Background: an optimization exercise with open tools, aiming at a short achievable clock period and few clock cycles. Do not read the settings as production practice. The RTL was checked by simulation tests, not by an equivalence proof against the original design. Power is estimated from default activity; no workload was simulated.

==> flow/run.sh <==
#!/bin/bash
# synth_recipe.tcl (not shown) runs the flow's synth.tcl, then flattens the netlist and writes it again
# the make line also repeats each setting of config.mk as NAME=value (left out here)
make -C /OpenROAD-flow-scripts/flow DESIGN_CONFIG=/design/flow/config.mk WORK_HOME=/design/flow/orfs CLKGATE_MAP_FILE= SYNTH_SCRIPT=/design/flow/synth_recipe.tcl finish
==> flow/config.mk <==
export PLATFORM = sky130hd
export DESIGN_NAME = cpu_stream
export DESIGN_NICKNAME = cpu_stream
export VERILOG_FILES = /design/flow/design.v
export SDC_FILE = /design/flow/constraint.sdc
export NUM_CORES = 4
export LEC_CHECK = 0
export ABC_AREA = 0
export CAP_MARGIN = 30
export CELL_PAD_IN_SITES_DETAIL_PLACEMENT = 1
export CELL_PAD_IN_SITES_GLOBAL_PLACEMENT = 1
export CORE_MARGIN = 2
export CORE_UTILIZATION = 30
export PLACE_DENSITY = 0.45
export SETUP_SLACK_MARGIN = 3.6
export SLEW_MARGIN = 30
export TNS_END_PERCENT = 100
==> flow/design.v <==
`timescale 1ns / 1ps
module ControlUnit (
    input  [31:0] instr,
    output reg        a_rs,         
    output reg        a_rt,         
    output reg [31:0] a_const,      
    output reg        b_rt,         
    output reg        b_rs,         
    output reg [31:0] b_const,      
    output reg        b_link,       
    output reg        b_pred,       
    output reg        reg_write,
    output reg  [4:0] wa,
    output reg        is_load,
    output reg        is_store,
    output reg        is_br,
    output reg        is_bne,
    output reg        is_jr,
    output reg        is_jal,
    output reg        is_stop,
    output reg        f_add,
    output reg        f_sub,        
    output reg        f_and,
    output reg        f_or,
    output reg        f_xor,
    output reg        f_nor,
    output reg        f_slt,
    output reg        f_sltu,
    output reg        f_sll,
    output reg        f_srl,        
    output reg        f_arith,      
    output reg        f_lui,        
    output reg        f_passb,
    output reg        f_ones        
);
    wire [5:0]  op = instr[31:26];
    wire [4:0]  rs = instr[25:21];
    wire [4:0]  rt = instr[20:16];
    wire [4:0]  rd = instr[15:11];
    wire [5:0]  fn = instr[5:0];
    wire [31:0] zext = {16'b0, instr[15:0]};
    wire [31:0] mag  = {17'b0, instr[14:0]};
    wire [31:0] sext = instr[15] ? (32'd0 - mag) : mag;
    wire [31:0] shamt = {27'b0, instr[10:6]};
    reg swap;
    always @(*) begin
        a_rs = 1'b0; a_rt = 1'b0; a_const = 32'd0;
        b_rt = 1'b0; b_rs = 1'b0; b_const = 32'd0; b_link = 1'b0; b_pred = 1'b0;
        reg_write = 1'b0; wa = rt;
        is_load = 1'b0; is_store = 1'b0; is_br = 1'b0; is_bne = op[0];
        is_jr = 1'b0; is_jal = 1'b0; is_stop = 1'b0;
        f_add = 1'b0; f_sub = 1'b0; f_and = 1'b0; f_or = 1'b0; f_xor = 1'b0;
        f_nor = 1'b0; f_slt = 1'b0; f_sltu = 1'b0; f_sll = 1'b0; f_srl = 1'b0;
        f_arith = 1'b0; f_lui = 1'b0; f_passb = 1'b0; f_ones = 1'b0;
        swap = 1'b0;
        case (op)
            6'b000000: begin
                if (rs != 5'd0 && rd == 5'd0 && fn == 6'b001000) begin
                    is_jr = 1'b1; a_rs = 1'b1; b_pred = 1'b1;
                end else begin
                    reg_write = (rd != 5'd0);
                    wa = rd;
                    case (fn)
                        6'b100000, 6'b100001: f_add = 1'b1;
                        6'b100010, 6'b100011: begin f_add = 1'b1; f_sub = 1'b1; end
                        6'b100100: f_and = 1'b1;
                        6'b100101: f_or = 1'b1;
                        6'b100110: f_xor = 1'b1;
                        6'b100111: f_nor = 1'b1;
                        6'b101010: f_slt = 1'b1;
                        6'b101011: f_sltu = 1'b1;
                        6'b000000: f_sll = 1'b1;
                        6'b000010: f_srl = 1'b1;
                        6'b000011: begin f_srl = 1'b1; f_arith = 1'b1; end
                        6'b000100: begin f_sll = 1'b1; swap = 1'b1; end
                        6'b000110: begin f_srl = 1'b1; swap = 1'b1; end
                        6'b000111: begin f_srl = 1'b1; f_arith = 1'b1; swap = 1'b1; end
                        6'b001111: f_lui = 1'b1;
                        default:   f_ones = 1'b1;
                    endcase
                    swap = (fn == 6'b000100) | (fn == 6'b000110) | (fn == 6'b000111);
                    if (rs != 5'd0) begin
                        if (swap) begin a_rt = 1'b1; b_rs = 1'b1; end
                        else      begin a_rs = 1'b1; b_rt = 1'b1; end
                    end else begin
                        if (swap) begin a_const = shamt; b_rt = 1'b1; end
                        else      begin a_rt = 1'b1; b_const = shamt; end
                    end
                end
            end
            6'b001000: begin reg_write = 1'b1; a_rs = 1'b1; b_const = sext; f_add = 1'b1; end
            6'b001001: begin reg_write = 1'b1; a_rs = 1'b1; b_const = zext; f_add = 1'b1; end
            6'b001100: begin reg_write = 1'b1; a_rs = 1'b1; b_const = zext; f_and = 1'b1; end
            6'b001101: begin reg_write = 1'b1; a_rs = 1'b1; b_const = zext; f_or = 1'b1; end
            6'b001110: begin reg_write = 1'b1; a_rs = 1'b1; b_const = zext; f_xor = 1'b1; end
            6'b001111: begin reg_write = 1'b1; b_const = {instr[15:0], 16'b0}; f_passb = 1'b1; end
            6'b001010: begin reg_write = 1'b1; a_rs = 1'b1; b_const = sext; f_slt = 1'b1; end
            6'b001011: begin reg_write = 1'b1; a_rs = 1'b1; b_const = zext; f_sltu = 1'b1; end
            6'b100011: begin reg_write = 1'b1; a_rs = 1'b1; b_const = sext; f_add = 1'b1; is_load = 1'b1; end
            6'b101011: begin a_rs = 1'b1; b_const = sext; f_add = 1'b1; is_store = 1'b1; end
            6'b000100, 6'b000101: begin is_br = 1'b1; a_rs = 1'b1; b_rt = 1'b1; end
            6'b000011: begin reg_write = 1'b1; wa = 5'd31; is_jal = 1'b1; b_link = 1'b1; f_passb = 1'b1; end
            6'b111111: is_stop = 1'b1;
            default: ;  
        endcase
        if (wa == 5'd0) reg_write = 1'b0;
    end
endmodule
`timescale 1ns / 1ps
module ALU (
    input  [31:0] a,
    input  [31:0] b,
    input  [31:0] bx,
    input         f_add, f_sub, f_and, f_or, f_xor, f_nor, f_slt, f_sltu,
    input         f_sll, f_srl, f_arith, f_lui, f_passb, f_ones,
    output [31:0] out_s,
    output        out_c,
    output [31:0] out_o
);
    wire [31:0] sum  = a + bx + {31'b0, f_sub};
    wire        lt   = $signed(a) < $signed(b);
    wire        ltu  = a < b;
    wire [31:0] shl  = a << b[4:0];
    wire [31:0] shr  = $unsigned($signed({f_arith & a[31], a}) >>> b[4:0]);
    wire [31:0] rest = ({32{f_and}}  & (a & b))
                     | ({32{f_or}}   & (a | b))
                     | ({32{f_xor}}  & (a ^ b))
                     | ({32{f_nor}}  & ~(a | b))
                     | ({32{f_sll}}  & shl)
                     | ({32{f_srl}}  & shr)
                     | ({32{f_lui}}  & {b[15:0], 16'b0})
                     | ({32{f_passb}} & b)
                     | {32{f_ones}};
    assign out_c = (f_slt & lt) | (f_sltu & ltu);
    assign out_s = sum;
    assign out_o = rest;
endmodule
`timescale 1ns / 1ps
module RegFile (
    input         clk,
    input         rst,
    input  [4:0]  ra1,
    input  [4:0]  ra2,
    input  [31:1] rsel1,     
    input  [31:1] rsel2,     
    input         we,
    input  [4:0]  wa,
    input  [31:1] wsel,      
    input  [31:0] wd,
    output [31:0] rd1,
    output [31:0] rd2
);
    reg [31:0] regs [1:31];
    integer i;
    always @(posedge clk) begin
        if (rst) begin
            for (i = 1; i < 32; i = i + 1) regs[i] <= 32'd0;
        end else begin
            for (i = 1; i < 32; i = i + 1)
                if (wsel[i]) regs[i] <= wd;
        end
    end
    reg  [31:0] r1, r2;
    integer j;
    always @(*) begin
        r1 = 32'd0; r2 = 32'd0;
        for (j = 1; j < 32; j = j + 1) begin
            r1 = r1 | (regs[j] & {32{rsel1[j]}});
            r2 = r2 | (regs[j] & {32{rsel2[j]}});
        end
    end
    assign rd1 = (we && wa == ra1) ? wd : r1;
    assign rd2 = (we && wa == ra2) ? wd : r2;
endmodule
`timescale 1ns / 1ps
module cpu_stream (
    input             clk,
    input             rst,
    output     [31:0] imem_addr,
    input      [31:0] imem_rdata,
    output     [31:0] dmem_addr,
    output     [31:0] dmem_wdata,
    output            dmem_we,
    input      [31:0] dmem_rdata,
    output reg        halted
);
    reg  [31:0] pc;                          
    reg         d_valid, d_pred, d_take;
    reg  [31:0] d_instr, d_pc4, d_target;
    reg  [31:1] d_rs_oh, d_rt_oh;            
    reg         e_mis_eq, e_mis_ne;
    reg         e_valid, e_rw, e_load, e_store, e_br, e_bne, e_jr, e_pred, e_stop;
    reg  [4:0]  e_wa;
    reg  [31:0] e_a, e_b, e_s, e_alt;
    reg         e_fs_late;
    reg         e_add, e_sub, e_and, e_or, e_xor, e_nor, e_slt, e_sltu;
    reg         e_sll, e_srl, e_arith, e_lui, e_passb, e_ones;
    reg         m_valid, m_rw, m_load, m_we;
    reg  [4:0]  m_wa;
    reg  [31:0] m_sum, m_oth, m_sdata;
    reg         m_cmp;
    reg         m_grp_s, m_grp_c;            
    reg         e_grp_s, e_grp_c;
    reg         e_fa_s, e_fa_c, e_fa_o, e_fb_s, e_fb_c, e_fb_o, e_fs_s, e_fs_c, e_fs_o;
    reg         e_bx_sp, e_bx_sn, e_bx_cp, e_bx_cn, e_bx_op, e_bx_on, e_bx_r;
    reg  [31:0] e_bx;
    reg         w_rw;
    reg  [4:0]  w_wa;
    reg  [31:1] w_sel;                       
    reg  [31:0] w_data;
    integer     k;
    reg         stopping;                    
    reg  [31:0] ras0, ras1, ras2, ras3;      
    wire [31:0] f_addr = d_take ? d_target : pc;
    assign imem_addr = f_addr;
    wire [31:0] pc_p4  = pc + 32'd4;
    wire [31:0] tgt_p4 = d_target + 32'd4;
    wire [31:0] f_pc4  = d_take ? tgt_p4 : pc_p4;
    wire [31:0] ir    = imem_rdata;
    wire [5:0]  f_op  = ir[31:26];
    wire        f_j   = (f_op == 6'b000010) | (f_op == 6'b000011);
    wire        f_br  = (f_op[5:1] == 5'b00010);
    wire        f_jr  = (f_op == 6'b000000) & (ir[25:21] != 5'd0) &
                        (ir[15:11] == 5'd0) & (ir[5:0] == 6'b001000);
    wire        f_same = (ir[25:21] == ir[20:16]);
    wire        f_back = ir[15] & (ir[14:0] != 15'd0);
    wire        f_brtk = f_same ? ~f_op[0] : (f_op[0] | f_back);
    wire        f_use_rs = ((f_op == 6'b000000) & (ir[25:21] != 5'd0)) |
                           (f_op[5:3] == 3'b001) | (f_op == 6'b100011) |
                           (f_op == 6'b101011) | f_br;
    wire        f_use_rt = (f_op == 6'b000000) | f_br;
    wire [31:0] bt_pc, bt_tgt;
    wire        bt_pc_ok, bt_tgt_ok;
    BranchTarget bt_a (.base(pc),       .imm(ir[15:0]), .target(bt_pc),  .ok(bt_pc_ok));
    BranchTarget bt_b (.base(d_target), .imm(ir[15:0]), .target(bt_tgt), .ok(bt_tgt_ok));
    wire        f_bt_ok = d_take ? bt_tgt_ok : bt_pc_ok;
    wire        f_pred = f_j | f_jr | (f_br & f_brtk & f_bt_ok);
    wire [31:0] f_btgt = d_take ? bt_tgt : bt_pc;
    wire [31:0] f_jtgt = {f_pc4[31:28], ir[25:0], 2'b00};
    wire        d_is_jal_live;
    wire [31:0] f_ras  = d_is_jal_live ? d_pc4 : ras0;
    wire [31:0] f_target = f_br ? f_btgt : f_jr ? f_ras : f_jtgt;
    wire        c_a_rs, c_a_rt, c_b_rt, c_b_rs, c_b_link, c_b_pred;
    wire [31:0] c_a_const, c_b_const;
    wire        c_rw, c_load, c_store, c_br, c_bne, c_jr, c_jal, c_stop;
    wire [4:0]  c_wa;
    wire        c_add, c_sub, c_and, c_or, c_xor, c_nor, c_slt, c_sltu;
    wire        c_sll, c_srl, c_arith, c_lui, c_passb, c_ones;
    ControlUnit cu (
        .instr(d_instr),
        .a_rs(c_a_rs), .a_rt(c_a_rt), .a_const(c_a_const),
        .b_rt(c_b_rt), .b_rs(c_b_rs), .b_const(c_b_const),
        .b_link(c_b_link), .b_pred(c_b_pred),
        .reg_write(c_rw), .wa(c_wa), .is_load(c_load), .is_store(c_store),
        .is_br(c_br), .is_bne(c_bne), .is_jr(c_jr), .is_jal(c_jal), .is_stop(c_stop),
        .f_add(c_add), .f_sub(c_sub), .f_and(c_and), .f_or(c_or), .f_xor(c_xor),
        .f_nor(c_nor), .f_slt(c_slt), .f_sltu(c_sltu), .f_sll(c_sll), .f_srl(c_srl),
        .f_arith(c_arith), .f_lui(c_lui), .f_passb(c_passb), .f_ones(c_ones)
    );
    assign d_is_jal_live = d_valid & c_jal;
    wire [31:0] d_btgt;
    FullTarget ft (.pc4(d_pc4), .imm(d_instr[15:0]), .target(d_btgt));
    wire [4:0]  d_rs = d_instr[25:21];
    wire [4:0]  d_rt = d_instr[20:16];
    wire [31:0] rf_rs, rf_rt;
    RegFile rf (
        .clk(clk), .rst(rst), .ra1(d_rs), .ra2(d_rt), .rsel1(d_rs_oh), .rsel2(d_rt_oh),
        .we(w_rw), .wa(w_wa), .wsel(w_sel), .wd(w_data), .rd1(rf_rs), .rd2(rf_rt)
    );
    wire        a_reg = c_a_rs | c_a_rt;
    wire [4:0]  a_idx = c_a_rs ? d_rs : d_rt;
    wire        b_reg = c_b_rs | c_b_rt;
    wire [4:0]  b_idx = c_b_rs ? d_rs : d_rt;
    wire [31:0] m_cmp32  = {31'b0, m_cmp};
    wire [31:0] m_result = m_grp_s ? m_sum : m_grp_c ? m_cmp32 : m_oth;
    wire [31:0] m_value = m_load ? dmem_rdata : m_result;
    wire        m_wr    = m_valid & m_rw;
    wire [31:0] v_rs    = (m_wr & (m_wa == d_rs)) ? m_value : rf_rs;
    wire [31:0] v_rt    = (m_wr & (m_wa == d_rt)) ? m_value : rf_rt;
    wire [31:0] d_a = c_a_rs ? v_rs : c_a_rt ? v_rt : c_a_const;
    wire [31:0] d_b = c_b_rt ? v_rt : c_b_rs ? v_rs :
                      c_b_link ? d_pc4 : c_b_pred ? d_target : c_b_const;
    wire        e_wr = e_valid & e_rw;
    wire        fa_m = a_reg & e_wr & (e_wa == a_idx);
    wire        fb_m = b_reg & e_wr & (e_wa == b_idx);
    wire        fs_m = e_wr & (e_wa == d_rt);
    reg         d_lu;
    wire        stall = d_valid & d_lu;
    wire        fa_r = ~e_fa_s & ~e_fa_c & ~e_fa_o;
    wire        fb_r = ~e_fb_s & ~e_fb_c & ~e_fb_o;
    wire        fs_r = ~e_fs_s & ~e_fs_c & ~e_fs_o;
    wire [31:0] opa = ({32{e_fa_s}} & m_sum) | ({32{e_fa_c}} & m_cmp32) |
                      ({32{e_fa_o}} & m_oth) | ({32{fa_r}} & e_a);
    wire [31:0] opb = ({32{e_fb_s}} & m_sum) | ({32{e_fb_c}} & m_cmp32) |
                      ({32{e_fb_o}} & m_oth) | ({32{fb_r}} & e_b);
    wire [31:0] ops = ({32{e_fs_s}} & m_sum) | ({32{e_fs_c}} & m_cmp32) |
                      ({32{e_fs_o}} & m_oth) | ({32{fs_r}} & e_s);
    wire [31:0] opbx = ({32{e_bx_sp}} & m_sum)   | ({32{e_bx_sn}} & ~m_sum) |
                       ({32{e_bx_cp}} & m_cmp32) | ({32{e_bx_cn}} & ~m_cmp32) |
                       ({32{e_bx_op}} & m_oth)   | ({32{e_bx_on}} & ~m_oth) |
                       ({32{e_bx_r}}  & e_bx);
    wire [31:0] alu_s, alu_o;
    wire        alu_c;
    ALU alu (
        .a(opa), .b(opb), .bx(opbx),
        .f_add(e_add), .f_sub(e_sub), .f_and(e_and), .f_or(e_or), .f_xor(e_xor),
        .f_nor(e_nor), .f_slt(e_slt), .f_sltu(e_sltu), .f_sll(e_sll), .f_srl(e_srl),
        .f_arith(e_arith), .f_lui(e_lui), .f_passb(e_passb), .f_ones(e_ones), .out_s(alu_s), .out_c(alu_c), .out_o(alu_o)
    );
    wire        eq_ab   = (e_a == e_b);
    wire        eq_sb   = (m_sum == e_b);
    wire        eq_cb   = (m_cmp32 == e_b);
    wire        eq_ob   = (m_oth == e_b);
    wire        eq_as   = (e_a == m_sum);
    wire        eq_ac   = (e_a == m_cmp32);
    wire        eq_ao   = (e_a == m_oth);
    wire        e_eq    = fa_r ? (fb_r ? eq_ab : e_fb_s ? eq_as : e_fb_c ? eq_ac : eq_ao)
                               : (fb_r ? (e_fa_s ? eq_sb : e_fa_c ? eq_cb : eq_ob) : 1'b1);
    wire        e_mis   = e_eq ? e_mis_eq : e_mis_ne;
    wire [31:0] e_fix   = e_jr ? opa : e_alt;
    wire        d_go    = d_valid & ~stall & ~e_mis;
    assign dmem_addr  = m_sum;               
    assign dmem_we    = m_we;
    assign dmem_wdata = m_sdata;
    always @(posedge clk) begin
        if (rst) begin
            pc <= 32'd0;
            d_valid <= 1'b0;
            d_take <= 1'b0;
            d_lu <= 1'b0;
            e_valid <= 1'b0;
            m_valid <= 1'b0;
            m_we <= 1'b0;
            m_rw <= 1'b0;
            w_rw <= 1'b0;
            w_sel <= 31'd0;
            stopping <= 1'b0;
            halted <= 1'b0;
            ras0 <= 32'd0; ras1 <= 32'd0; ras2 <= 32'd0; ras3 <= 32'd0;
        end else begin
            d_lu <= ~stall & d_valid & c_load & c_rw &
                    ((f_use_rs & (ir[25:21] == c_wa)) | (f_use_rt & (ir[20:16] == c_wa)));
            if (e_mis) begin
                pc <= e_fix;
                d_valid <= 1'b0;
                d_take <= 1'b0;
                stopping <= 1'b0;
            end else if (stall) begin
                pc <= f_addr;
            end else begin
                pc <= f_pc4;
                d_valid <= ~(stopping | (d_valid & c_stop));
                d_take <= ~(stopping | (d_valid & c_stop)) & f_pred;
                if (d_valid & c_stop) stopping <= 1'b1;
            end
            if (d_valid & c_jal) begin
                ras0 <= d_pc4; ras1 <= ras0; ras2 <= ras1; ras3 <= ras2;
            end else if (d_valid & ~stall & c_jr) begin
                ras0 <= ras1; ras1 <= ras2; ras2 <= ras3;
            end
            e_valid <= d_go;
            m_valid <= e_valid;
            m_we <= e_valid & e_store;
            m_rw <= e_valid & e_rw;
            w_rw <= m_valid & m_rw;
            for (k = 1; k < 32; k = k + 1) w_sel[k] <= m_valid & m_rw & (m_wa == k);
            if (e_valid & e_stop) halted <= 1'b1;
        end
        if (!stall) begin
            d_instr <= ir;
            for (k = 1; k < 32; k = k + 1) begin
                d_rs_oh[k] <= (ir[25:21] == k);
                d_rt_oh[k] <= (ir[20:16] == k);
            end
            d_pc4 <= f_pc4;
            d_pred <= f_pred;
            d_target <= f_target;
        end
        e_rw <= c_rw; e_wa <= c_wa;
        e_load <= c_load; e_store <= c_store;
        e_br <= c_br; e_bne <= c_bne; e_jr <= c_jr; e_stop <= c_stop;
        e_pred <= d_pred;
        e_mis_eq <= ~rst & d_go & c_br & (c_bne ^ ~d_pred);
        e_mis_ne <= ~rst & d_go & ((c_br & (c_bne ^ d_pred)) | c_jr);
        e_alt <= d_pred ? d_pc4 : d_btgt;
        e_a <= d_a; e_b <= d_b; e_s <= v_rt;
        e_grp_s <= c_add;
        e_grp_c <= c_slt | c_sltu;
        e_fa_s <= fa_m & e_grp_s; e_fa_c <= fa_m & e_grp_c; e_fa_o <= fa_m & ~e_grp_s & ~e_grp_c;
        e_fb_s <= fb_m & e_grp_s; e_fb_c <= fb_m & e_grp_c; e_fb_o <= fb_m & ~e_grp_s & ~e_grp_c;
        e_fs_s <= fs_m & ~e_load & e_grp_s; e_fs_c <= fs_m & ~e_load & e_grp_c;
        e_fs_o <= fs_m & ~e_load & ~e_grp_s & ~e_grp_c;
        e_bx_sp <= fb_m & e_grp_s & ~c_sub; e_bx_sn <= fb_m & e_grp_s & c_sub;
        e_bx_cp <= fb_m & e_grp_c & ~c_sub; e_bx_cn <= fb_m & e_grp_c & c_sub;
        e_bx_op <= fb_m & ~e_grp_s & ~e_grp_c & ~c_sub; e_bx_on <= fb_m & ~e_grp_s & ~e_grp_c & c_sub;
        e_bx_r  <= ~fb_m;
        e_bx    <= d_b ^ {32{c_sub}};
        e_fs_late <= fs_m & e_load;
        e_add <= c_add; e_sub <= c_sub; e_and <= c_and; e_or <= c_or;
        e_xor <= c_xor; e_nor <= c_nor; e_slt <= c_slt; e_sltu <= c_sltu;
        e_sll <= c_sll; e_srl <= c_srl; e_arith <= c_arith; e_lui <= c_lui;
        e_passb <= c_passb; e_ones <= c_ones;
        m_load <= e_load; m_wa <= e_wa;
        m_sum <= alu_s; m_cmp <= alu_c; m_oth <= alu_o;
        m_grp_s <= e_grp_s; m_grp_c <= e_grp_c;
        m_sdata <= e_fs_late ? dmem_rdata : ops;
        w_wa <= m_wa;
        w_data <= m_load ? dmem_rdata : m_result;
    end
endmodule
module BranchTarget (
    input  [31:0] base,
    input  [15:0] imm,
    output [31:0] target,
    output        ok
);
    wire [13:0] off = {2'b0, imm[9:0], 2'b00};
    wire [13:0] lo  = imm[15] ? ({2'b0, base[11:0]} + 14'd4 - off)
                              : ({2'b0, base[11:0]} + 14'd4 + off);
    assign target = {base[31:12], lo[11:0]};
    assign ok     = (lo[13:12] == 2'b00) & (imm[14:10] == 5'd0);
endmodule
module FullTarget (
    input  [31:0] pc4,
    input  [15:0] imm,
    output [31:0] target
);
    wire [14:0] hi     = pc4[31:17];
    wire [14:0] hi_inc = pc4[31:17] + 15'd1;
    wire [14:0] hi_dec = pc4[31:17] - 15'd1;
    wire [17:0] lo_p   = {1'b0, pc4[16:0]} + {1'b0, imm[14:0], 2'b00};
    wire [17:0] lo_n   = {1'b0, pc4[16:0]} - {1'b0, imm[14:0], 2'b00};
    wire [31:0] t_pos  = {lo_p[17] ? hi_inc : hi, lo_p[16:0]};
    wire [31:0] t_neg  = {lo_n[17] ? hi_dec : hi, lo_n[16:0]};
    assign target = imm[15] ? t_neg : t_pos;
endmodule
==> flow/constraint.sdc <==
create_clock -name core_clock -period 7.0 [get_ports {clk}]
set_input_delay 1.4000 -clock core_clock [delete_from_list [all_inputs] [get_ports {clk}]]
set_output_delay 1.4000 -clock core_clock [all_outputs]
set_load 0.01 [all_outputs]
==> flow_metrics.env, run 1 <==
export IMPL_whs_ns=0.417
export IMPL_synth_simple_area_share_pct=13.8
export IMPL_grt_max_degree=214
export IMPL_antenna_found_initial=46
export IMPL_max_freq_mhz=258
export IMPL_synth_edf_count=159
export IMPL_synthCells=10100
export IMPL_period_needed_ns=3.87
export IMPL_synth_cell_types=84
export IMPL_avgSynthCellArea_um2=8.89
export IMPL_finalSetupTns_ns=0
export IMPL_postPlaceCellArea_um2=96100
export IMPL_numCtsBuffers=214
export IMPL_grt_pass1_wl_um=754000
export IMPL_status="no timing/DRC/antenna violations"
export IMPL_clkTransAtPathRegs_ns=0.06
export IMPL_num_io_pins=164
export IMPL_final_cell_mix="nor2_1, dfxtp_1, mux2i_1"
export IMPL_synth_compound_area_share_pct=20.1
export IMPL_grt_pass1_vias=86700
export IMPL_die_h_um=551
export IMPL_yosysSeqAreaShare_pct=39.9
export IMPL_nets=10500
export IMPL_floorplan_die_area_um2=304000
export IMPL_fp_coreArea_um2=297000
export IMPL_cts_hold_buf=0
export IMPL_ant_nets=0
export IMPL_synth_nets=10400
export IMPL_synth_area_um2=89800
export IMPL_drv_cap=0
export IMPL_drc_errors=0
export IMPL_numPortBuffers=163
export IMPL_ys_warn_count=4
export IMPL_synth_seq_cells=1711
export IMPL_required_ns=7.78
export IMPL_synthTopCellsByArea="dfxtp_1, mux2i_1, nor2_1"
export IMPL_viasPerCell=6.24
export IMPL_utilization_pct=37.3
export IMPL_hold_viol_final=0
export IMPL_root_buffer="clkbuf_16"
export IMPL_maxSlewHeadroom_pct=21.7
export IMPL_grt_overflow_total=0
export IMPL_initial_core_util_pct=30.2
export IMPL_setup_violations=0
export IMPL_synth_top_family_by_area="compound AO/OA/AOI/OAI gates"
export IMPL_final_layout_size_suffix_gt1_share_pct=17.1
export IMPL_slew_viol_final=0
export IMPL_worstPathArrival_ns=4.65
export IMPL_rsz0062_at_grt="yes"
export IMPL_drt_pre_antenna_iters=9
export IMPL_clkLatencyLatePin_ns=0.92
export IMPL_leakage_uw=0.0398
export IMPL_gr_usage_all_layers_pct=35.4
export IMPL_synth_largest_area_cell="dfxtp_1"
export IMPL_period_share_pct=55.3
export IMPL_cts_tree="built"
export IMPL_htree_levels=4
export IMPL_clock_skew_ns=0.0360
export IMPL_vias=89600
export IMPL_path_max_fanout=17
export IMPL_critPathCaptureType="flop"
export IMPL_clock_path_buffers=4
export IMPL_path_class="reg2reg"
export IMPL_dpl_hpwl_um=354000
export IMPL_area_delta_synth_final_pct=23.4
export IMPL_cp_start_kind="flop"
export IMPL_cts_sinks=1711
export IMPL_design_area_um2=111000
export IMPL_routabilityCongestion=0.930
export IMPL_tightestPinTransition_ns=1.17
export IMPL_ir_drop_v=0.000183
export IMPL_die_w_um=551
export IMPL_ff2ff_setup_slack_ns=3.13
export IMPL_rows=200
export IMPL_synth_top_area_share_pct=34.6
export IMPL_drtIter0Drc=11800
export IMPL_power_density_nw_per_um2=212
export IMPL_synth_top_flop_cell="dfxtp_1"
export IMPL_async_reset_ff_share_pct=0
export IMPL_synth_fa_ha_area_share_pct=3.06
export IMPL_wl_um=562000
export IMPL_final_common_cell="nor2_1"
export IMPL_wire_per_inst_um=39.1
export IMPL_synth_xor_area_share_pct=2.72
export IMPL_synth_area_mux_share_pct=15.0
export IMPL_hp_class="reg2reg"
export IMPL_power_uw=23500
per-stage QoR:
stage / std cells / setup WS, ns
3_5_place_dp: 13600 / 1.92
2_1_floorplan: 10100 / 3.39
4_1_cts: 14200 / 3.32
5_1_grt: 14400 / 3.13
3_3_place_gp: 13600 / 1.94
6_report: 14400 / 3.13
cells in the mapped netlist (190+ instances only):
master and count:
dfxtp_1 1552, nor2_1 1479, mux2i_1 1295, clkbuf_1 789, nand2_1 516, a21oi_1 488, a22oi_1 428, a221oi_1 318
a22o_1 270, inv_1 256, nand3_1 237, a211oi_1 224, o21ai_0 223, ha_1 207, xnor2_1 190
routing by layer:
| metal | global-route usage (%) | part of all wire, % | vias up | wire length (um) |
|---|---|---|---|---|
| met1 | 50.3 | 45 | 46300 | 252000 |
| met5 | 0 | 0.018 | - | 102 |
| met2 | 51.8 | 41 | 4864 | 233000 |
| met3 | 7.52 | 9.2 | 1163 | 51500 |
| li1 | - | - | 37300 | - |
| met4 | 14.0 | 4.6 | 14 | 25700 |
cell families (layout without fill, tap and decap cells):
| family | after synthesis | in the layout |
|---|---|---|
| buffers and inverters | 1248 | 1556 |
| other | 0 | 11 |
| adder cells (fa/ha/maj) | 215 | 215 |
| AO/OA/AOI/OAI | 2468 | 2468 |
| XOR/XNOR | 279 | 279 |
| flip-flops | 1711 | 1711 |
| AND/OR/NAND/NOR | 2840 | 2845 |
| multiplexers | 1342 | 1342 |
path summary, 6_finish.rpt:
kind,startpoint,endpoint,cells past startpoint
worst min-delay path,e_load,m_load,0
worst max-delay path,e_fa_o,m_cmp,15
worst max register to register,e_fa_o,m_cmp,15
worst min register to register,e_load,m_load,0
flip-flops by register name (all words and copies together), names as in the netlist, 32 cells and up, named ones only:
signal,count
e_alt,32
pc,32
ras1,32
ras0,32
m_sum,32
w_data,32
d_pc4,32
e_b,32
d_target,32
e_s,32
ras3,32
ras2,32
m_sdata,32
rf.regs,992
d_instr,32
e_bx,32
e_a,32
m_oth,32
worst max-delay path, cell delays in order (launching register included):
cell	delay, ns
dfxtp_4	0.36
buf_12	0.12
bufbuf_16	0.29
a222oi_1	0.63
buf_4	0.34
inv_1	0.19
ha_1	0.37
inv_1	0.07
a21oi_1	0.06
o21bai_1	0.18
a21oi_1	0.09
o21bai_1	0.30
a21oi_1	0.11
o21ai_0	0.24
a31oi_1	0.07
a311o_1	0.33
layout make-up:
cell class | count | area (um^2)
flip-flops and latches | 1711 | 36100
multi-input cells | 7149 | 52400
inverters | 260 | 1120
diodes | 11 | 27.5
clock buffers | 316 | 6260
clock inverters | 62 | 737
repair buffers | 917 | 9190
fillers | 33300 | 186000
repair inverters | 1 | 8.76
well taps | 3939 | 4930
report_power, final:
| part | internal, uW | leakage, uW | switching [uW] |
|---|---|---|---|
| Clock | 6670 | 0.00345 | 4810 |
| Combinational | 596 | 0.0219 | 1250 |
| Sequential | 9970 | 0.0144 | 196 |
what timing repair did:
item,CTS,global route
cloned,14,10
setup endpoints to repair,457,244
hold endpoints to repair,0,0
setup buffers,271,122
pin swaps,79,104
gates resized for setup,719,343
Testbench counts, summed over its fixed seeds: cycles 19,214.
==> inputs of run 2 (changes only) <==
--- a/flow/config.mk
+++ b/flow/config.mk
@@ -9,7 +9,5 @@
 export CAP_MARGIN = 30
-export CELL_PAD_IN_SITES_DETAIL_PLACEMENT = 1
-export CELL_PAD_IN_SITES_GLOBAL_PLACEMENT = 1
 export CORE_MARGIN = 2
-export CORE_UTILIZATION = 30
-export PLACE_DENSITY = 0.45
+export CORE_UTILIZATION = 35
+export PLACE_DENSITY = 0.5
 export SETUP_SLACK_MARGIN = 3.6
==> run 2 against run 1 <==
Effect of this change: flip-flop and latch count unchanged; sequential share of layout area grew 1.3 points; total power shrank 3.4%; clock-buffer cell count fell by 47; via count fell by 0.49%; design area fell by 3.7%; synthesized cell count unchanged; highest routed layer unchanged; non-clock buffer count shrank 168; setup slack improved by 0.30 ns; critical endpoint is now imem_addr[21]; global-route usage down 0.39 points; final cell count is 5.2% lower; routed wire length fell by 14%; largest cell class unchanged.
==> flow_metrics.env, run 2 <==
export IMPL_status="no timing/DRC/antenna violations"
export IMPL_ant_nets=0
export IMPL_cts_tree="built"
export IMPL_top_register="rf.regs"
export IMPL_period_needed_ns=3.58
export IMPL_whs_ns=0.428
export IMPL_clock_path_buffers=3
export IMPL_worstPathCellList="clkinvlp_4 -> clkbuf_16 -> nand2_4 -> a21boi_4 -> inv_2 -> buf_6"
export IMPL_vias=89200
export IMPL_min_to="e_nor"
export IMPL_ff2ff_setup_slack_ns=3.45
export IMPL_max_freq_mhz=279
export IMPL_final_common_cell="nor2_1"
export IMPL_path_class="reg2out"
export IMPL_reg2reg_to="m_cmp"
export IMPL_synth_seq_cells=1711
export IMPL_numPortBuffers=163
export IMPL_cts_sinks=1711
export IMPL_final_cell_mix="nor2_1, dfxtp_1, mux2i_1"
export IMPL_rsz0062_at_grt="yes"
export IMPL_die_w_um=511
export IMPL_fp_coreArea_um2=255000
export IMPL_final_cell_count_no_fill=13600
export IMPL_dpl_hpwl_um=299000
export IMPL_synth_edf_count=159
export IMPL_nets=10300
export IMPL_synth_top_area_share_pct=34.6
export IMPL_grt_pass1_vias=81300
export IMPL_htree_levels=4
export IMPL_cpPeakStageDelay_ns=0.45
export IMPL_cp_start_kind="flop"
export IMPL_rr_worst_depth=14
export IMPL_worstPathArrival_ns=2.18
export IMPL_root_buffer="clkbuf_16"
export IMPL_finalSetupTns_ns=0
export IMPL_path_max_fanout=7
export IMPL_critPathCaptureType="primary output"
export IMPL_drtIter0Drc=16300
export IMPL_synthCells=10100
export IMPL_yosysSeqAreaShare_pct=39.9
export IMPL_async_reset_ff_share_pct=0
export IMPL_wl_um=483000
export IMPL_floorplan_die_area_um2=261000
export IMPL_tightestPinTransition_ns=1.15
export IMPL_wire_per_inst_um=35.4
export IMPL_synthTopCellsByArea="dfxtp_1, mux2i_1, nor2_1"
export IMPL_ys_warn_count=4
export IMPL_worstReg2RegStart="e_fb_s"
export IMPL_hold_viol_final=0
export IMPL_utilization_pct=41.9
export IMPL_grt_max_degree=231
export IMPL_grt_overflow_total=0
export IMPL_final_layout_size_suffix_gt1_share_pct=14.7
export IMPL_drv_cap=0
export IMPL_synth_nets=10400
export IMPL_num_io_pins=164
export IMPL_period_share_pct=51.1
export IMPL_yosysMostFrequentCell="dfxtp_1"
export IMPL_routabilityCongestion=1.01
export IMPL_initial_core_util_pct=35.3
export IMPL_cts_hold_buf=0
export IMPL_required_ns=5.60
export IMPL_synth_area_um2=89800
export IMPL_antenna_found_initial=24
export IMPL_clkLatencyLatePin_ns=0.92
export IMPL_synth_top_flop_cell="dfxtp_1"
export IMPL_leakage_uw=0.0384
export IMPL_avgSynthCellArea_um2=8.89
export IMPL_gr_usage_all_layers_pct=35.0
export IMPL_viasPerCell=6.55
export IMPL_maxSlewHeadroom_pct=22.9
export IMPL_drc_errors=0
export IMPL_setup_ws_ns=3.42
export IMPL_clkTransAtPathRegs_ns=0.06
export IMPL_setup_violations=0
export IMPL_rows=185
export IMPL_hold_path_depth=1
export IMPL_largest_register_ffs=992
export IMPL_dp_slack_ns=2.19
export IMPL_synth_cell_types=84
export IMPL_die_h_um=511
export IMPL_grt_pass1_wl_um=651000
export IMPL_area_delta_synth_final_pct=18.8
export IMPL_place_inst=12900
export IMPL_clock_skew_ns=0.0682
export IMPL_ir_drop_v=0.000261
export IMPL_slew_viol_final=0
export IMPL_synth_largest_area_cell="dfxtp_1"
export IMPL_hp_class="reg2reg"
export IMPL_numCtsBuffers=196
export IMPL_crit_slowest_cell="dfxtp_4"
export IMPL_power_density_nw_per_um2=213
export IMPL_synthTopCellsByCount="dfxtp_1, nor2_1, mux2i_1"
export IMPL_drt_pre_antenna_iters=22
run 2: logic make-up after synthesis:
logic type / count (synthesis) / share of synthesized area (%)
buffers and inverters: 1248 / 5.36
multiplexers: 1342 / 15.0
AND/OR/NAND/NOR: 2840 / 13.8
adder cells (fa/ha/maj): 215 / 3.06
XOR/XNOR: 279 / 2.72
AO/OA/AOI/OAI: 2468 / 20.1
flip-flops: 1711 / 39.9
run 2: per-layer routing:
layer | vias up | wire length (um) | global-route usage [%]
li1 | 37000 | - | -
met1 | 43500 | 194000 | 47.4
met2 | 7015 | 192000 | 48.2
met3 | 1634 | 64800 | 11.7
met4 | 20 | 31500 | 19.8
met5 | - | 166 | 0.292
run 2: worst max-delay path by stage:
stage,start,to,slack [ns],cells past startpoint
after floorplan,imem_rdata[2],d_take,3.39,12
after global placement,imem_rdata[3],d_take,2.16,12
after detailed placement,imem_rdata[3],d_take,2.19,11
after CTS,d_take,imem_addr[21],3.28,6
after global routing,e_fb_s,m_cmp,3.37,14
final,d_take,imem_addr[21],3.42,6
run 2: layout make-up:
| type | count | area, um^2 |
|---|---|---|
| fillers | 25000 | 148000 |
| repair buffers | 749 | 7190 |
| well taps | 3366 | 4210 |
| clock buffers | 269 | 5550 |
| clock inverters | 101 | 1160 |
| flip-flops and latches | 1711 | 36100 |
| diodes | 16 | 40.0 |
| repair inverters | 1 | 8.76 |
| multi-input cells | 7149 | 51300 |
| inverters | 260 | 1070 |
run 2: stage by stage:
| stage | total power (uW) | area, um^2 |
|---|---|---|
| final | 22700 | 107000 |
| after floorplan | 11200 | 90100 |
| after global placement | 11800 | 94800 |
| after detailed placement | 11800 | 95000 |
| after CTS | 22600 | 104000 |
| after global routing | 23200 | 107000 |
run 2: report_power, final:
part | internal [uW] | leakage [uW] | switching, uW
Sequential | 9970 | 0.0144 | 199
Clock | 6180 | 0.00330 | 4690
Combinational | 535 | 0.0207 | 1130
Total | 16700 | 0.0384 | 6020
run 2: what timing repair did:
action,CTS,global route
gates resized for setup,496,277
pin swaps,44,72
buffers inserted,160,106
endpoints found under the setup margin,371,194
gates cloned,9,12
run 2: worst max-delay path: cells and delay by family, from the launching register on:
kind | cells | cell delay (ns)
buffers and inverters | 4 | 0.57
flip-flops | 1 | 0.45
AO/OA/AOI/OAI | 1 | 0.20
AND/OR/NAND/NOR | 1 | 0.07
==> inputs of run 3 (changes only) <==
--- a/flow/config.mk
+++ b/flow/config.mk
@@ -12,3 +12,3 @@
 export PLACE_DENSITY = 0.5
-export SETUP_SLACK_MARGIN = 3.6
+export SETUP_SLACK_MARGIN = 4.0
 export SLEW_MARGIN = 30
==> run 3 against run 2 <==
Effect of this change: still clean on timing, DRC and antenna; clock skew rose by 0.0016 ns; register-to-register slack improved by 0.06 ns; clock-buffer cell count rose by 11; sequential share of layout area decreased by 2.7 points; combinational power up 23%; first-iteration DRC count fell by 2.7%; critical path depth rose by 1; global-route usage is 1.6 points higher; utilization grew 3.7 points; sequential power hardly changed; critical path type unchanged; largest power group unchanged; highest routed layer unchanged.
==> flow_metrics.env, run 3 <==
export IMPL_slew_viol_final=0
export IMPL_die_h_um=511
export IMPL_wl_um=506000
export IMPL_synth_top_family_by_area="compound AO/OA/AOI/OAI gates"
export IMPL_cp_start_kind="flop"
export IMPL_synth_top_area_share_pct=34.6
export IMPL_power_density_nw_per_um2=197
export IMPL_numCtsBuffers=193
export IMPL_wire_per_inst_um=35.9
export IMPL_cts_sinks=1711
export IMPL_viasPerCell=6.59
export IMPL_ys_warn_count=4
export IMPL_ant_nets=0
export IMPL_largest_register_ffs=992
export IMPL_antenna_found_initial=25
export IMPL_synthCells=10100
export IMPL_clkTransAtPathRegs_ns=0.06
export IMPL_place_inst=13000
export IMPL_numPortBuffers=163
export IMPL_drc_errors=0
export IMPL_vias=92800
export IMPL_final_cell_count_no_fill=14100
export IMPL_avgSynthCellArea_um2=8.89
export IMPL_finalSetupTns_ns=0
export IMPL_status="no timing/DRC/antenna violations"
export IMPL_final_cell_mix="dfxtp_1, nor2_1, mux2i_1"
export IMPL_synth_edf_count=159
export IMPL_nets=10800
export IMPL_path_max_fanout=8
export IMPL_hold_viol_final=0
export IMPL_synth_simple_area_share_pct=13.8
export IMPL_async_reset_ff_share_pct=0
export IMPL_cpPeakStageDelay_ns=0.39
export IMPL_synth_area_mux_share_pct=15.0
export IMPL_hold_path_depth=0
export IMPL_htree_levels=4
export IMPL_fp_coreArea_um2=255000
export IMPL_period_needed_ns=3.62
export IMPL_synth_top_flop_cell="dfxtp_1"
export IMPL_worstPathArrival_ns=2.22
export IMPL_grt_pass1_vias=84400
export IMPL_drv_cap=0
export IMPL_setup_violations=0
export IMPL_drt_pre_antenna_iters=17
export IMPL_initial_core_util_pct=35.3
export IMPL_worstReg2RegStart="m_oth[19]"
export IMPL_synth_compound_area_share_pct=20.1
export IMPL_min_to="m_load"
export IMPL_grt_max_degree=239
export IMPL_synthTopCellsByCount="dfxtp_1, nor2_1, mux2i_1"
export IMPL_root_buffer="clkbuf_16"
export IMPL_critPathCaptureType="primary output"
export IMPL_synth_seq_cells=1711
export IMPL_synth_area_um2=89800
export IMPL_tightestPinTransition_ns=1.20
export IMPL_yosysMostFrequentCell="dfxtp_1"
export IMPL_synth_largest_area_cell="dfxtp_1"
export IMPL_worstPathCellList="buf_12 -> buf_16 -> buf_6 -> nand2b_4 -> and2_4 -> inv_4 -> buf_6"
export IMPL_synth_cell_types=84
export IMPL_dpl_hpwl_um=303000
export IMPL_period_share_pct=51.7
export IMPL_ir_drop_v=0.000265
export IMPL_hp_start="e_load"
export IMPL_yosysSeqAreaShare_pct=39.9
export IMPL_synthTopCellsByArea="dfxtp_1, mux2i_1, nor2_1"
export IMPL_floorplan_die_area_um2=261000
export IMPL_grt_overflow_total=0
export IMPL_path_common_cell="buf_6"
export IMPL_synth_nets=10400
export IMPL_synth_fa_ha_area_share_pct=3.06
export IMPL_num_io_pins=164
export IMPL_grt_pass1_wl_um=680000
export IMPL_top_register="rf.regs"
export IMPL_cts_tree="built"
export IMPL_required_ns=5.60
export IMPL_cts_hold_buf=0
export IMPL_rsz0062_at_grt="yes"
export IMPL_reg2reg_to="pc[22]"
export IMPL_drtIter0Drc=15900
export IMPL_path_class="reg2out"
export IMPL_rr_worst_depth=13
export IMPL_clkLatencyLatePin_ns=0.94
export IMPL_area_delta_synth_final_pct=29.3
export IMPL_hp_class="reg2reg"
export IMPL_crit_slowest_cell="dfxtp_4"
export IMPL_die_w_um=511
export IMPL_clock_path_buffers=3
export IMPL_routabilityCongestion=0.991
export IMPL_maxSlewHeadroom_pct=20.3
export IMPL_gr_usage_all_layers_pct=36.7
export IMPL_max_freq_mhz=277
export IMPL_ff2ff_setup_slack_ns=3.51
export IMPL_synth_xor_area_share_pct=2.72
export IMPL_final_layout_size_suffix_gt1_share_pct=23.4
export IMPL_final_common_cell="dfxtp_1"
export IMPL_clock_skew_ns=0.0698
export IMPL_leakage_uw=0.0424
export IMPL_rows=185
-- run 3: cell types whose count changed in the layout (fill, tap and decap cells not counted), sizes merged, moves of 2 or more --
cell | previous run | this run
clkinvlp | 20 | 26
dlygate4sd2 | 10 | 59
diode | 16 | 12
and2 | 33 | 36
clkinv | 66 | 58
dlymetal6s2s | 3 | 7
buf | 602 | 1069
clkdlybuf4s15 | 2 | 13
clkbuf | 287 | 293
clkdlybuf4s50 | 111 | 38
bufbuf | 3 | 16
inv | 260 | 247
bufinv | 16 | 12
o22a | 1 | 3
-- run 3: stage by stage --
stage                     setup WS [ns]  util, %  power (uW)  hold WS [ns]  area (um^2)
after floorplan                    3.43        -       11200         0.363        90400
after global placement             2.06     37.3       11800         0.395        95000
after detailed placement           2.07     37.4       11800         0.398        95100
after CTS                          3.37     43.5       22700         0.408       111000
after global routing               3.34     45.6       23400         0.417       116000
final                              3.38     45.6       22900         0.412       116000
-- run 3: worst max-delay path by stage --
| stage | startpoint | endpoint | slack [ns] | depth (start not counted) |
|---|---|---|---|---|
| 3_5_place_dp | e_fb_o | m_oth[12] | 2.07 | 12 |
| 3_3_place_gp | e_fb_o | pc[31] | 2.06 | 12 |
| 6_report | d_take | imem_addr[19] | 3.38 | 7 |
| 5_1_grt | d_take | imem_addr[19] | 3.34 | 7 |
| 4_1_cts | d_take | imem_addr[19] | 3.37 | 7 |
| 2_1_floorplan | imem_rdata[2] | d_take | 3.43 | 12 |
-- run 3: layout make-up --
type,instances,area [um^2]
fill,24200,138000
multi-input combinational,7156,55400
sequential,1711,36100
timing repair buffer,1215,12500
clock buffer,280,5670
tap,3366,4210
inverter,260,1170
clock inverter,78,945
timing repair inverter,5,53.8
antenna,12,30.0
-- run 3: logic make-up (layout without fill, tap and decap cells) --
group                      after synthesis  count (layout)
AOI/OAI and AO/OA                     2468            2471
muxes                                 1342            1342
buffers and inverters                 1248            1838
DFF                                   1711            1711
and+or+nand+nor                       2840            2849
other                                    0              12
xor gates and xnor gates               279             279
adders and majority gates              215             215
-- run 3: worst max-delay path: cells and delay by family (launching register included) --
family        cells  cell delay (ns)
flops             1             0.39
buf+inv           5             0.61
simple gates      2             0.31
-- run 3: what timing repair did --
action                                  in CTS  in global routing
resized for setup                         1364                632
pin swaps                                  227                290
endpoints found under the setup margin     505                365
gates cloned                                51                 17
setup buffers                              432                255
-- run 3: report_power, final --
part,switching (uW),leakage (uW),internal (uW)
combinational,1320,0.0247,731
sequential,179,0.0144,9970
clock,4610,0.00326,6090
-- run 3: metal layers --
| layer | vias to the layer above | GRT usage, % | share of wire (%) |
|---|---|---|---|
| met1 | 45400 | 49.0 | 39 |
| met5 | - | 0.420 | 0.067 |
| met3 | 1802 | 13.8 | 15 |
| met2 | 7580 | 50.1 | 39 |
| met4 | 30 | 20.4 | 6.9 |
| li1 | 37900 | - | - |
==> inputs of run 4 (changes only) <==
--- a/flow/config.mk
+++ b/flow/config.mk
@@ -9,2 +9,4 @@
 export CAP_MARGIN = 30
+export CELL_PAD_IN_SITES_DETAIL_PLACEMENT = 1
+export CELL_PAD_IN_SITES_GLOBAL_PLACEMENT = 1
 export CORE_MARGIN = 2
==> run 4 against run 3 <==
Effect of this change: global-route usage increased by 4.3 points; still clean; design area increased by 1.6%; clock-buffer cell count increased by 6; setup slack improved by 0.045 ns; register-to-register slack got worse by 0.02 ns; fmax increased by 1.2%.
==> flow_metrics.env, run 4 <==
export IMPL_status="no timing/DRC/antenna violations"
export IMPL_leakage_uw=0.0434
export IMPL_numCtsBuffers=203
export IMPL_cts_sinks=1711
export IMPL_clkTransAtPathRegs_ns=0.06
export IMPL_synth_area_um2=89800
export IMPL_synthTopCellsByArea="dfxtp_1, mux2i_1, nor2_1"
export IMPL_synth_top_flop_cell="dfxtp_1"
export IMPL_clock_skew_ns=0.0576
export IMPL_hp_class="reg2reg"
export IMPL_maxSlewHeadroom_pct=24.3
export IMPL_path_max_fanout=6
export IMPL_top_register="rf.regs"
export IMPL_drv_cap=0
export IMPL_final_common_cell="dfxtp_1"
export IMPL_die_w_um=511
export IMPL_initial_core_util_pct=35.3
export IMPL_yosysSeqAreaShare_pct=39.9
export IMPL_wl_um=567000
export IMPL_wire_per_inst_um=40.0
export IMPL_grt_max_degree=177
export IMPL_synth_edf_count=159
export IMPL_die_h_um=511
export IMPL_final_cell_mix="dfxtp_1, nor2_1, mux2i_1"
export IMPL_max_freq_mhz=280
export IMPL_grt_overflow_total=0
export IMPL_synth_largest_area_cell="dfxtp_1"
export IMPL_synth_seq_cells=1711
export IMPL_period_needed_ns=3.57
export IMPL_fp_coreArea_um2=255000
export IMPL_rsz0062_at_grt="yes"
export IMPL_avgSynthCellArea_um2=8.89
export IMPL_required_ns=5.60
export IMPL_area_delta_synth_final_pct=31.4
export IMPL_num_io_pins=164
export IMPL_numPortBuffers=163
export IMPL_fill_cells=27900
export IMPL_endpoint="imem_addr[11]"
export IMPL_period_share_pct=51.0
export IMPL_largest_register_ffs=992
export IMPL_synth_nets=10400
export IMPL_final_layout_size_suffix_gt1_share_pct=24.1
export IMPL_synthTopCellsByCount="dfxtp_1, nor2_1, mux2i_1"
export IMPL_gr_usage_all_layers_pct=41.0
export IMPL_ys_warn_count=4
export IMPL_worstReg2RegStart="e_fa_s"
export IMPL_floorplan_die_area_um2=261000
export IMPL_critPathLaunch="d_take"
export IMPL_viasPerCell=6.58
export IMPL_rr_worst_depth=17
export IMPL_path_class="reg2out"
export IMPL_hold_viol_final=0
export IMPL_ant_nets=0
export IMPL_grt_pass1_wl_um=751000
export IMPL_synth_cell_types=84
export IMPL_nets=10900
export IMPL_yosysMostFrequentCell="dfxtp_1"
export IMPL_slew_viol_final=0
export IMPL_synth_top_area_share_pct=34.6
export IMPL_antenna_found_initial=54
export IMPL_tightestPinTransition_ns=1.14
export IMPL_grt_pass1_vias=89500
export IMPL_cp_start_kind="flop"
export IMPL_clock_path_buffers=3
export IMPL_power_uw=23800
export IMPL_reg2reg_to="m_sum[29]"
export IMPL_cts_tree="built"
export IMPL_ff2ff_setup_slack_ns=3.49
export IMPL_setup_violations=0
export IMPL_htree_levels=4
export IMPL_async_reset_ff_share_pct=0
export IMPL_rows=185
export IMPL_power_density_nw_per_um2=202
export IMPL_vias=93200
export IMPL_finalSetupTns_ns=0
export IMPL_routabilityCongestion=0.957
export IMPL_drc_errors=0
export IMPL_ir_drop_v=0.000289
export IMPL_worstPathArrival_ns=2.17
export IMPL_clkLatencyLatePin_ns=0.90
export IMPL_critPathCaptureType="primary output"
export IMPL_root_buffer="clkbuf_16"
export IMPL_dpl_hpwl_um=335000
export IMPL_drt_pre_antenna_iters=7
export IMPL_drtIter0Drc=13400
export IMPL_synthCells=10100
run 4: cell count changes in the layout (fill, tap and decap cells not counted), moves of 11 or more:
cell and delta:
buf_12 +47, a211oi_1 +15, a221oi_2 +15, nor3_4 +15
a221oi_1 -14, nor3_1 -13, buf_4 +12, mux2_2 -12
mux2_4 +12, mux2i_1 -12, a21oi_1 -11
run 4: area by class of cell:
| type | count | area, um^2 | area share (%) |
|---|---|---|---|
| Timing Repair Buffer | 1286 | 13700 | 11.6 |
| Clock buffer | 286 | 5800 | 4.92 |
| Sequential cell | 1711 | 36100 | 30.6 |
| Timing Repair inverter | 5 | 58.8 | 0.0498 |
| Multi-Input combinational cell | 7151 | 55600 | 47.1 |
| Inverter | 260 | 1170 | 0.990 |
| Tap cell | 3366 | 4210 | 3.57 |
| Antenna cell | 12 | 30.0 | 0.0254 |
| Clock inverter | 95 | 1310 | 1.11 |
run 4: metrics by stage:
step	util, %	cell area [um^2]	hold WS (ns)	instances	setup slack (ns)
after floorplan	-	90400	0.363	10100	3.43
after global placement	37.5	95400	0.402	13000	2.04
after detailed placement	37.5	95500	0.409	13000	2.05
after CTS	44.4	113000	0.417	13900	3.40
after global routing	46.3	118000	0.440	14200	3.34
final	46.4	118000	0.420	14200	3.43
run 4: logic make-up (layout without fill, tap and decap cells):
family	Yosys count	count (layout)	share of synthesized area, %
other	0	12	0
muxes	1342	1342	15.0
AOI/OAI and AO/OA	2468	2469	20.1
DFF	1711	1711	39.9
adders and majority gates	215	215	3.06
and+or+nand+nor	2840	2846	13.8
buffers and inverters	1248	1932	5.36
xor gates and xnor gates	279	279	2.72
run 4: worst min path at each step:
| stage | from | endpoint | slack (ns) | cells past startpoint |
|---|---|---|---|---|
| 2_1_floorplan | m_wa[2] | w_wa[2] | 0.36 | 0 |
| 3_3_place_gp | e_load | m_load | 0.40 | 0 |
| 3_5_place_dp | e_load | m_load | 0.41 | 0 |
| 4_1_cts | e_load | m_load | 0.42 | 0 |
| 5_1_grt | e_load | m_load | 0.44 | 0 |
| 6_report | e_load | m_load | 0.42 | 0 |
run 4: layer usage:
layer / vias to the layer above / share of wire, % / global-route usage [%]
met2: 5940 / 41 / 58.1
met5: - / 0.057 / 0
met3: 1409 / 12 / 12.2
met1: 47700 / 42 / 56.8
li1: 38100 / - / -
met4: 38 / 5.5 / 18.6
run 4: critical path, stage by stage, from the launching register on:
cell	delay (ns)
dfxtp_4	0.44
buf_12	0.13
buf_6	0.11
buf_16	0.13
mux2i_4	0.25
inv_2	0.10
buf_6	0.13
run 4: power breakdown:
part	internal, uW	switching (uW)	total [uW]
registers	9970	162	10100
logic	755	1410	2170
clock network	6600	4890	11500
total	17300	6460	23800
run 4: what timing repair did:
| item | in CTS | in global routing |
|---|---|---|
| hold endpoints to repair | 0 | 0 |
| buffers inserted | 519 | 233 |
| hold buffers | 0 | 0 |
| endpoints found under the setup margin | 631 | 362 |
| pin swaps | 260 | 339 |
| cloned | 45 | 21 |
| gates resized for setup | 1428 | 648 |
==> inputs of run 5 (changes only) <==
--- a/flow/config.mk
+++ b/flow/config.mk
@@ -14,3 +14,3 @@
 export PLACE_DENSITY = 0.5
-export SETUP_SLACK_MARGIN = 4.0
+export SETUP_SLACK_MARGIN = 3.8
 export SLEW_MARGIN = 30
==> run 5 against run 4 <==
Effect of this change: clock skew rose by 0.012 ns; critical path type unchanged; first-iteration DRC count shrank 4.5%; still clean on timing, DRC and antenna; fmax fell by 0.54%; critical endpoint is now imem_addr[19].
==> flow_metrics.env, run 5 <==
export IMPL_ir_drop_v=0.000260
export IMPL_drv_cap=0
export IMPL_gr_usage_all_layers_pct=39.9
export IMPL_yosysMostFrequentCell="dfxtp_1"
export IMPL_worstPathArrival_ns=2.19
export IMPL_avgSynthCellArea_um2=8.89
export IMPL_htree_levels=4
export IMPL_dp_slack_ns=1.99
export IMPL_cp_num_buf_inv=5
export IMPL_nets=10700
export IMPL_synth_largest_area_cell="dfxtp_1"
export IMPL_cp_start_kind="flop"
export IMPL_period_needed_ns=3.59
export IMPL_cts_tree="built"
export IMPL_grt_max_degree=191
export IMPL_whs_ns=0.419
export IMPL_required_ns=5.60
export IMPL_ys_warn_count=4
export IMPL_vias=91700
export IMPL_clock_skew_ns=0.0697
export IMPL_rows=185
export IMPL_hold_viol_final=0
export IMPL_drt_pre_antenna_iters=13
export IMPL_synth_area_um2=89800
export IMPL_drtIter0Drc=12800
export IMPL_slew_viol_final=0
export IMPL_cpPeakStageDelay_ns=0.40
export IMPL_synth_top_area_share_pct=34.6
export IMPL_leakage_uw=0.0413
export IMPL_largest_register_ffs=992
export IMPL_final_layout_size_suffix_gt1_share_pct=20.2
export IMPL_root_buffer="clkbuf_16"
export IMPL_rsz0062_at_grt="yes"
export IMPL_status="no timing/DRC/antenna violations"
export IMPL_maxSlewHeadroom_pct=16.1
export IMPL_numPortBuffers=163
export IMPL_routabilityCongestion=0.948
export IMPL_fp_coreArea_um2=255000
export IMPL_synth_seq_cells=1711
export IMPL_initial_core_util_pct=35.3
export IMPL_cts_sinks=1711
export IMPL_grt_pass1_vias=87800
export IMPL_finalSetupTns_ns=0
export IMPL_hp_class="reg2reg"
export IMPL_final_common_cell="dfxtp_1"
export IMPL_clkTransAtPathRegs_ns=0.06
export IMPL_numCtsBuffers=204
export IMPL_setup_ws_ns=3.41
export IMPL_grt_overflow_total=0
export IMPL_async_reset_ff_share_pct=0
export IMPL_synthCells=10100
export IMPL_final_cell_mix="dfxtp_1, nor2_1, mux2i_1"
export IMPL_viasPerCell=6.57
export IMPL_path_class="reg2out"
export IMPL_path_max_fanout=6
export IMPL_synth_top_flop_cell="dfxtp_1"
export IMPL_drc_errors=0
export IMPL_grt_pass1_wl_um=733000
export IMPL_period_share_pct=51.3
export IMPL_critPathCaptureType="primary output"
export IMPL_area_delta_synth_final_pct=26.5
export IMPL_setup_violations=0
export IMPL_top_register="rf.regs"
export IMPL_yosysSeqAreaShare_pct=39.9
export IMPL_worstPathCellList="buf_12 -> buf_12 -> buf_16 -> nand2b_4 -> and2_4 -> inv_6 -> buf_6"
export IMPL_power_density_nw_per_um2=211
export IMPL_synth_cell_types=84
export IMPL_clock_path_buffers=3
export IMPL_die_w_um=511
export IMPL_dpl_hpwl_um=337000
export IMPL_power_uw=24000
export IMPL_num_io_pins=164
export IMPL_wl_um=549000
export IMPL_floorplan_die_area_um2=261000
export IMPL_synthTopCellsByArea="dfxtp_1, mux2i_1, nor2_1"
export IMPL_clkLatencyLatePin_ns=0.90
export IMPL_ant_nets=0
export IMPL_synth_edf_count=159
export IMPL_synthTopCellsByCount="dfxtp_1, nor2_1, mux2i_1"
export IMPL_antenna_found_initial=45
export IMPL_wire_per_inst_um=39.3
export IMPL_critPathTopFamily="buffers and inverters"
export IMPL_synth_nets=10400
export IMPL_path_common_cell="buf_12"
export IMPL_crit_slowest_cell="dfxtp_4"
export IMPL_tightestPinTransition_ns=1.26
export IMPL_die_h_um=511
export IMPL_cts_hold_buf=0
export IMPL_utilization_pct=44.6
export IMPL_max_freq_mhz=278
## run 5: report_power, final
group          switching, uW  internal [uW]
Sequential               166           9970
Combinational           1310            647
Clock                   4870           6990
## run 5: layout make-up
type | instances | area, um^2
diodes | 16 | 40.0
clock buffers | 284 | 5800
clock inverters | 97 | 1580
fillers | 28300 | 141000
inverters | 260 | 1130
multi-input cells | 7151 | 53800
flip-flops and latches | 1711 | 36100
well taps | 3366 | 4210
repair buffers | 1063 | 10900
repair inverters | 2 | 17.5
## run 5: final timing paths
kind / start / endpoint / slack [ns] / cells past startpoint
max: d_take / imem_addr[19] / 3.41 / 7
min: e_load / m_load / 0.42 / 0
max reg2reg: e_fa_s / pc[30] / 3.49 / 16
min reg2reg: e_load / m_load / 0.42 / 0
## run 5: per-layer routing
layer,global-route usage (%),wire [um],share of wire [%]
met5,0,229,0.042
met4,18.2,30100,5.5
met3,10.7,59500,11
met2,57.0,224000,41
met1,55.7,235000,43
## run 5: metrics by stage
step,area [um^2],instances
global route,114000,13900
CTS,109000,13700
global placement,95100,13000
detailed placement,95300,13000
floorplan,90200,10100
finish,114000,14000
## run 5: repair_timing
item | 4_1_cts | 5_1_grt
setup endpoints to repair | 509 | 268
cloned | 26 | 14
gates resized for setup | 939 | 526
buffers inserted | 354 | 185
pin swaps | 93 | 207
## run 5: logic make-up after synthesis
family | after synthesis | synth area share, %
fa+ha+maj | 215 | 3.06
buf+inv | 1248 | 5.36
flops | 1711 | 39.9
simple gates | 2840 | 13.8
compound gates | 2468 | 20.1
mux | 1342 | 15.0
xor+xnor | 279 | 2.72

[what the ideal ports hide]
How much do the figures lean on ideal ports? The routed layouts below were timed once more, with nothing changed but the port constraints.
Step 1 (the two cells are an assumption about what drives the block):
set clk [get_ports {clk}]
set_driving_cell -lib_cell sky130_fd_sc_hd__clkbuf_16 $clk
set_driving_cell -lib_cell sky130_fd_sc_hd__buf_2 [delete_from_list [all_inputs] $clk]
Step 2 also shifts input and output timing later by t, the mid clock arrival at the registers, as if the neighbouring blocks saw the same clock.
a / b / c = no drivers / after step 1 / after step 2; a / b = the first two.
run	t, ns	setup WS [ns]	worst register clock-pin slew, ns	cell pins on the clock port's net
run 1	0.989	3.126 / 3.126 / 2.668	0.07 / 0.07	1
run 2	0.990	3.421 / 3.316 / 2.699	0.07 / 0.07	1
run 3	0.986	3.384 / 3.301 / 2.836	0.07 / 0.07	1
run 4	0.970	3.429 / 3.335 / 2.800	0.07 / 0.07	1
run 5	0.954	3.409 / 3.315 / 2.812	0.07 / 0.07	1
After both steps setup and hold are still met in every run listed. For run 2, which loses most, drivers alone change the setup slack by -0.105 ns; drivers and shift together by -0.722 ns.
